Context: an optimization exercise on an open-source flow, tuned for small area, a short achievable clock period and few clock cycles. The choices shown serve that exercise and are no tape-out recipe. The RTL was checked by simulation tests, not by an equivalence proof against the original design.

==> violet: inputs <==
Design geofence, start of the top module:
module geofence ( clk,reset,X,Y,valid,is_inside);
input clk;
input reset;
input [9:0] X;
input [9:0] Y;
output valid;
output is_inside;
reg [3:0] cnt;
reg [9:0] ox, oy;
reg v_sx, v_sy, a_sx, a_sy, b_sx, b_sy;
reg [9:0] v_mx, v_my, a_mx, a_my, b_mx, b_my;
reg [11:0] v_3x, v_3y;
reg ins_r;
wire le1, eq1, le2, eq2;
xcmp u_x1(.am(a_mx), .vm(v_my), .v3m(v_3y), .an(a_my), .vn(v_mx), .v3n(v_3x), .le(le1), .eq(eq1));
xcmp u_x2(.am(b_mx), .vm(v_my), .v3m(v_3y), .an(b_my), .vn(v_mx), .v3n(v_3x), .le(le2), .eq(eq2));
function [1:0] cross_sign;
    input p_sx, p_sy;
    input [9:0] p_mx, p_my;
    input q_sx, q_sy;
    input [9:0] q_mx, q_my;
    input le, eq;
    reg sp, sq, zp, zq;
    begin
        sp = p_sx ^ q_sy;
        sq = p_sy ^ q_sx;
        zp = (p_mx == 10'd0) || (q_my == 10'd0);
        zq = (p_my == 10'd0) || (q_mx == 10'd0);
        case ({sp, sq})
            2'b00: cross_sign = {le && !eq, eq};
            2'b11: cross_sign = {!le, eq};
            2'b01: cross_sign = {1'b0, zp && zq};
            2'b10: cross_sign = {!(zp && zq), zp && zq};
        endcase
    end
endfunction
wire [1:0] c1 = cross_sign(a_sx, a_sy, a_mx, a_my, v_sx, v_sy, v_mx, v_my, le1, eq1);
wire [1:0] c2 = cross_sign(b_sx, b_sy, b_mx, b_my, v_sx, v_sy, v_mx, v_my, le2, eq2);
  ...
Settings: LEC_CHECK=0, CAP_MARGIN=20, CORE_MARGIN=2, CORE_UTILIZATION=40, SLEW_MARGIN=20, SYNTH_HIERARCHICAL=1, SYNTH_MINIMUM_KEEP_SIZE=0; clock period 13.0 ns.
standard.sh (not shown) runs the stock make flow with config.mk's settings and CLKGATE_MAP_FILE= SYNTH_SCRIPT=/design/flow/synth_recipe.tcl, a recipe that flattens the netlist after the stock synthesis.
==> flow/flow/run.sh <==
#!/bin/bash
# The standard layout, with ORFS's timing repair aiming for a setup slack of
# $MARGIN ns (a shorter period than the constraint's) instead of the default.
set -euo pipefail
MARGIN=$(cat flow/margin.txt)
bash standard.sh SETUP_SLACK_MARGIN=$MARGIN PLACE_DENSITY=0.5 finish > make_finish.log 2>&1
==> flow/flow/margin.txt <==
7.0
==> onyx (differences from violet) <==
==> flow/flow/run.sh (replaced) <==
#!/bin/bash
# The standard layout (standard.sh, ORFS's own steps), with two changes made
# through make variables, one per line in flow/make_args.txt:
#  - ORFS's timing repair aims for a setup slack of SETUP_SLACK_MARGIN ns,
#    i.e. a shorter period than the constraint's, instead of the default 0;
#  - the port buffers that ORFS inserts are a plain buffer cell instead of the
#    delay cell buffer_ports picks by itself.
set -euo pipefail
mapfile -t ARGS < flow/make_args.txt
bash standard.sh "${ARGS[@]}" finish > make_finish.log 2>&1
==> flow/flow/make_args.txt (new file) <==
SETUP_SLACK_MARGIN=6.75
PLACE_DENSITY=0.62
BUFFER_PORTS_ARGS=-buffer_cell sky130_fd_sc_hd__buf_2
Settings changed: CORE_UTILIZATION 40 to 55, CTS_BUF_LIST set to sky130_fd_sc_hd__clkbuf_4 sky130_fd_sc_hd__clkbuf_8.
removed: flow/flow/margin.txt
==> pepper (differences from violet) <==
==> flow/flow/margin.txt (replaced) <==
7.5
==> raven (differences from violet) <==
==> flow/flow/run.sh (replaced) <==
#!/bin/bash
# The standard layout (standard.sh, ORFS's own steps), with two changes made
# through make variables, one per line in flow/make_args.txt:
#  - ORFS's timing repair aims for a setup slack of SETUP_SLACK_MARGIN ns,
#    i.e. a shorter period than the constraint's, instead of the default 0;
#  - the port buffers that ORFS inserts are a plain buffer cell instead of the
#    delay cell buffer_ports picks by itself.
set -euo pipefail
mapfile -t ARGS < flow/make_args.txt
bash standard.sh "${ARGS[@]}" finish > make_finish.log 2>&1
==> flow/flow/make_args.txt (new file) <==
SETUP_SLACK_MARGIN=6.5
PLACE_DENSITY=0.5
BUFFER_PORTS_ARGS=-buffer_cell sky130_fd_sc_hd__buf_2
Settings changed: CTS_BUF_LIST set to sky130_fd_sc_hd__clkbuf_4 sky130_fd_sc_hd__clkbuf_8.
removed: flow/flow/margin.txt
==> notes.md <==
met1 wire length - 17.8 mm
Nets - 1,649
WL final - 44.3 mm
placed cell count - 1,710
ClkCell Share - 0.0404
Non-clk bufs - 110
initial core utilization - 0.407
crit path cell chain - a222oi_1, fa_1, fa_1, fa_2, fa_2, fa_1, ha_4, a21oi_1, o21bai_1, a211oi_2, a21oi_2, nor4_4, nor2b_1, a31oi_1, o21ai_2, buf_4, nand2b_4, nand2_4
Skew-Pair Late Insertion Delay - 420 ps
Fin Hold WS - 482 ps
top achievable clock speed - 176 MHz
Tcrit/Tclk final - 0.437
Tapcell Cnt - 442
Post-CTS Repair Setup Buffers - 41
status - timing/DRC/antenna clean
(the above is from pepper)
==> notes.md <==
status - timing/DRC/antenna clean
met1 wire length - 15.0 mm
Skew-Pair Late Insertion Delay - 440 ps
Fin Hold WS - 496 ps
ClkCell Share - 0.0279
placed cell count - 1,586
Tapcell Cnt - 319
initial core utilization - 0.564
Tcrit/Tclk final - 0.467
top achievable clock speed - 165 MHz
WL final - 40.5 mm
Non-clk bufs - 40
Post-CTS Repair Setup Buffers - 0
(the above is from onyx)
==> notes.md <==
Fin Hold WS - 488 ps
Tapcell Cnt - 442
crit path cell chain - and2_4, a222oi_1, fa_1, fa_1, fa_1, fa_1, fa_1, ha_1, nand2_1, nor3_4, nand3_2, and3_4, nor4_4, o21ai_0, a32o_2, a21o_4
Non-clk bufs - 65
Tcrit/Tclk final - 0.448
Nets - 1,601
initial core utilization - 0.407
status - timing/DRC/antenna clean
(the above is from violet)
==> notes.md <==
status - timing/DRC/antenna clean
Fin Hold WS - 485 ps
Tcrit/Tclk final - 0.473
Skew-Pair Late Insertion Delay - 440 ps
Top Metal Used - met4
non-clk buf share - 0.0172
Tapcell Cnt - 442
initial core utilization - 0.407
mapped cell area - 13,300 µm²
Non-clk bufs - 41
ClkCell Share - 0.0285
clock skew - 21.2 ps
top achievable clock speed - 163 MHz
crit path cell chain - a222oi_1, inv_1, fa_1, fa_1, fa_1, fa_1, ha_1, nand4_2, nor2_1, nand4_1, nor4_1, inv_1, nand2_1, o22ai_1, a31oi_1, nand2b_1, nand2_4
placed cell count - 1,710
(the above is from raven)
Testbench counts of violet, summed over its fixed seeds: cycles 21,600.
Testbench counts of onyx, summed over its fixed seeds: cycles 21,600.
Testbench counts of pepper, summed over its fixed seeds: cycles 21,600.
Testbench counts of raven, summed over its fixed seeds: cycles 21,600.

==> what the ideal ports hide <==
No port has a modelled driver above. Below, the same layouts with a new extraction and two added sets of constraints. Step 1 assumes that a clkbuf_16 drives the clock port and a buf_2 every other input. Step 2, shift: input delay + t, output delay - t, t = (earliest + latest rising clock arrival at the registers) / 2. This alone moves slack from input paths to output paths. Three values: ideal, step 1, step 2; two values: the first two.
run | t, ns | setup slack, ns | slew at the worst register clock pin (ns)
violet | 0.451 | 7.179 / 7.179 / 6.784 | 0.06 / 0.06
onyx | 0.475 | 6.935 / 6.935 / 6.672 | 0.08 / 0.08
pepper | 0.467 | 7.317 / 7.317 / 7.177 | 0.06 / 0.06
raven | 0.471 | 6.852 / 6.852 / 6.638 | 0.08 / 0.08
After both steps every run listed still meets setup and hold. For violet, which loses most, drivers alone change the setup slack by 0.000 ns; drivers and shift together by -0.395 ns.
